Context: an optimization exercise on an open-source flow, tuned for small area. The choices shown serve that exercise and are no tape-out recipe.
Only simulation tests tie the RTL to the original design; equivalence was not proved.
Power is estimated from default activity; no workload was simulated.

exp/cedar:
Design processor, start of the top module:
module processor(
    input wire clk,
    input wire reset,
    output [31:0] imem_addr,
    input wire [31:0] imem_data,
    output [31:0] dmem_addr,
    output [31:0] dmem_wdata,
    output [3:0] dmem_wstrb,
    output dmem_we,
    output dmem_re,
    input wire [31:0] dmem_rdata,
    output [31:0] x1,
    output [31:0] x2,
    output [31:0] x3,
    output [31:0] x4
);
==> flow/config.mk <==
export PLATFORM = sky130hd
export DESIGN_NAME = processor
export DESIGN_NICKNAME = processor
export VERILOG_FILES = /design/flow/design.v
export SDC_FILE = /design/flow/constraint.sdc
export NUM_CORES = 4
export LEC_CHECK = 0
export CAP_MARGIN = 20
export CORE_MARGIN = 2
export CORE_UTILIZATION = 40
export SETUP_SLACK_MARGIN = 0.2
export SLEW_MARGIN = 40
export SYNTH_HIERARCHICAL = 1
==> flow/constraint.sdc <==
create_clock -name core_clock -period 12.0 [get_ports {clk}]
set_input_delay 2.4000 -clock core_clock [delete_from_list [all_inputs] [get_ports {clk}]]
set_output_delay 2.4000 -clock core_clock [all_outputs]
set_load 0.01 [all_outputs]
standard.sh (not shown) runs the stock make flow with config.mk's settings and CLKGATE_MAP_FILE= SYNTH_SCRIPT=/design/flow/synth_recipe.tcl, a recipe that flattens the netlist after the stock synthesis.
==> flow/flow/run.sh <==
#!/bin/bash
set -e
cp standard.sh standard_sh_copy.log
export BUFFER_PORTS_ARGS="-buffer_cell sky130_fd_sc_hd__buf_1"
export CTS_ARGS="-sink_clustering_enable -repair_clock_nets -dont_use_dummy_load -buf_list sky130_fd_sc_hd__clkbuf_8 -sink_clustering_size 12 -sink_clustering_max_diameter 50"
bash standard.sh > standard.log 2>&1
Inputs modified between exp/cedar and exp/juniper:
# exp/cedar
export LEC_CHECK = 0
export CAP_MARGIN = 20
export CORE_MARGIN = 2
export CORE_UTILIZATION = 40
export SETUP_SLACK_MARGIN = 0.2
export SLEW_MARGIN = 40
export SYNTH_HIERARCHICAL = 1
create_clock -name core_clock -period 12.0 [get_ports {clk}]
# exp/juniper
export LEC_CHECK = 0
export CAP_MARGIN = 10
export CORE_MARGIN = 2
export CORE_UTILIZATION = 40
export SETUP_SLACK_MARGIN = 0.2
export SLEW_MARGIN = 40
export SYNTH_HIERARCHICAL = 1
create_clock -name core_clock -period 12.0 [get_ports {clk}]
==> flow/flow/run.sh <==
#!/bin/bash
set -e
cp standard.sh standard_sh_copy.log
export BUFFER_PORTS_ARGS="-buffer_cell sky130_fd_sc_hd__buf_1"
export CTS_ARGS="-sink_clustering_enable -repair_clock_nets -dont_use_dummy_load -buf_list sky130_fd_sc_hd__clkbuf_8 -sink_clustering_size 16 -sink_clustering_max_diameter 50"
bash standard.sh > standard.log 2>&1
==> run summary <==
Power: exp/juniper draws less than exp/cedar. exp/juniper: done, clean on timing, DRC and antenna. On fraction of final layout cells with drive strength greater than 1, exp/juniper and exp/cedar are basically level. Delta (exp/juniper minus exp/cedar): final non-filler cell area ~0 delta, height of the chip saw little to no change, power per cell area shows a reduction of 0.86%, wire length ~0 delta, sequential share of layout area ~0 delta. Across both runs, clock buffer and inverter area fraction after layout was lower for exp/juniper than for exp/cedar. Part of the cycle the worst path needs: higher on exp/juniper. For total number of vias, exp/juniper and exp/cedar come out practically identical.
diff inputs: exp/juniper => exp/raven
# exp/juniper
export LEC_CHECK = 0
export CAP_MARGIN = 10
export CORE_MARGIN = 2
export CORE_UTILIZATION = 40
export SETUP_SLACK_MARGIN = 0.2
export SLEW_MARGIN = 40
export SYNTH_HIERARCHICAL = 1
create_clock -name core_clock -period 12.0 [get_ports {clk}]
# exp/raven
export LEC_CHECK = 0
export CAP_MARGIN = 10
export CORE_MARGIN = 2
export CORE_UTILIZATION = 40
export SETUP_SLACK_MARGIN = 0.2
export SLEW_MARGIN = 25
export SYNTH_HIERARCHICAL = 1
create_clock -name core_clock -period 12.0 [get_ports {clk}]
Results
- Share of the cycle needed by the critical path after routing delta for exp/raven relative to exp/juniper: 0.48 points higher
- Final clock skew for exp/raven: 24 ps down relative to exp/juniper
- exp/raven vs. exp/juniper: fraction of the core area covered by cells at the end of the flow now smaller, final instance area went down by about 0.75%, met3 usage in global routing now larger, overall power consumption ~0 delta.
- Relative to exp/juniper, post-layout net count has gone down in exp/raven.
- Of the two values seen for end point of the critical path, dmem_addr[21] was produced by exp/raven and dmem_addr[25] by exp/juniper.
- Going from exp/juniper to exp/raven, growth of design area from synthesis to finish went down, global-route met2 utilization did not really move.
Inputs modified between exp/raven and exp/onyx:
# exp/raven
export LEC_CHECK = 0
export CAP_MARGIN = 10
export CORE_MARGIN = 2
export CORE_UTILIZATION = 40
export SETUP_SLACK_MARGIN = 0.2
export SLEW_MARGIN = 25
export SYNTH_HIERARCHICAL = 1
create_clock -name core_clock -period 12.0 [get_ports {clk}]
# exp/onyx
export LEC_CHECK = 0
export CAP_MARGIN = 0
export CORE_MARGIN = 2
export CORE_UTILIZATION = 40
export SETUP_SLACK_MARGIN = 0.2
export SLEW_MARGIN = 25
export SYNTH_HIERARCHICAL = 1
create_clock -name core_clock -period 12.0 [get_ports {clk}]
Findings:
- Every stage of the flow completed for exp/raven, and the final layout passed the timing, DRC and antenna checks.
- exp/onyx | stages: all done | timing, DRC, antenna: all pass
- Comparing exp/onyx against exp/raven, there is no change at all in final design instance area without fill.
- Changes observed in exp/onyx relative to exp/raven: clock period minus worst slack did not really move, starting utilization of the core area did not really move, cell depth of the worst min-delay path did not really move, quantity of I/O buffers inserted on ports did not really move.
- Final worst-path cycle share came out exactly the same in exp/onyx and exp/raven.
- Diff exp/onyx..exp/raven | hold slack | unchanged
- Global-route usage: exp/raven vs exp/onyx identical
- Reported for exp/onyx and exp/raven, utilization turned out identical to the last digit.
--- input diff exp/onyx..exp/pepper ---
# exp/onyx
export LEC_CHECK = 0
export CAP_MARGIN = 0
export CORE_MARGIN = 2
export CORE_UTILIZATION = 40
export SETUP_SLACK_MARGIN = 0.2
export SLEW_MARGIN = 25
export SYNTH_HIERARCHICAL = 1
create_clock -name core_clock -period 12.0 [get_ports {clk}]
# exp/pepper
export LEC_CHECK = 0
export CAP_MARGIN = 10
export CORE_MARGIN = 2
export CORE_UTILIZATION = 40
export SETUP_SLACK_MARGIN = 0.2
export SLEW_MARGIN = 30
export SYNTH_HIERARCHICAL = 1
create_clock -name core_clock -period 12.0 [get_ports {clk}]
Notes after the runs:
- | final critical-path required period | exp/pepper vs exp/onyx | worse |
- exp/onyx was smaller in final cell area than exp/pepper.
- When the final numbers for exp/pepper and exp/onyx were put side by side, the hold slack turned out to be greater in exp/pepper.
- Compared with exp/onyx, exp/pepper shows a lower worst setup slack.
- The clock-pin slew of the registers on the worst-case setup and hold paths of exp/onyx and that of exp/pepper are within noise of each other.
- Per the comparison of exp/pepper with exp/onyx, wire length roughly the same, area growth from synthesis to layout higher, total number of nets in the final design roughly the same, via count lower, global-route usage over all layers roughly the same.
- Final cell count delta (exp/pepper -> exp/onyx): insignificant
The following lists how exp/garnet was set up differently from exp/pepper:
# exp/pepper
export LEC_CHECK = 0
export CAP_MARGIN = 10
export CORE_MARGIN = 2
export CORE_UTILIZATION = 40
export SETUP_SLACK_MARGIN = 0.2
export SLEW_MARGIN = 30
export SYNTH_HIERARCHICAL = 1
create_clock -name core_clock -period 12.0 [get_ports {clk}]
# exp/garnet
export LEC_CHECK = 0
export CAP_MARGIN = 20
export CORE_MARGIN = 2
export CORE_UTILIZATION = 40
export SETUP_SLACK_MARGIN = 0.2
export SLEW_MARGIN = 40
export SYNTH_HIERARCHICAL = 1
create_clock -name core_clock -period 12.0 [get_ports {clk}]
==> flow/flow/run.sh <==
#!/bin/bash
set -e
cp standard.sh standard_sh_copy.log
export BUFFER_PORTS_ARGS="-buffer_cell sky130_fd_sc_hd__buf_1"
export CTS_ARGS="-sink_clustering_enable -repair_clock_nets -dont_use_dummy_load -sink_clustering_size 30 -sink_clustering_max_diameter 60"
bash standard.sh > standard.log 2>&1
==> run summary <==
Relative to exp/pepper, final core utilization has gone up in exp/garnet. [exp/garnet] clock distribution power rose 29% relative to exp/pepper. exp/garnet vs exp/pepper on fmax: exp/garnet is the higher one. exp/garnet ends up with higher cell area power density than exp/pepper does. Reported for exp/garnet and exp/pepper, synthesized cell count turned out identical to the last digit.

-- static timing again, ports no longer ideal --
The flow's constraints put no driver on any port. The routed layouts listed below were extracted and timed again, unchanged, in two steps. Step 1: set_driving_cell puts a clkbuf_16 on clk and a buf_2 on each other input, an assumption about the parent block. Step 2 adds t to the input delays and takes it off the output delays; t is the mean of the earliest and latest rising clock arrival at the registers after step 1. Input paths then give back, and output paths get back, about the clock's delay inside the block. a / b / c = no drivers / after step 1 / after step 2; a / b = the first two.
run	t (ns)	setup slack, ns	pins driven straight from the clock port
exp/cedar	0.923	0.665 / 0.559 / 0.559	1
exp/juniper	0.885	0.611 / 0.504 / 0.504	1
exp/raven	0.920	0.554 / 0.446 / 0.446	1
exp/onyx	0.920	0.554 / 0.446 / 0.446	1
exp/pepper	0.920	0.464 / 0.442 / 0.442	1
exp/garnet	0.751	0.733 / 0.602 / 0.602	1
After both steps setup and hold are still met in every run listed. For exp/garnet, which loses most, drivers alone change the setup slack by -0.131 ns; drivers and shift together by -0.131 ns.
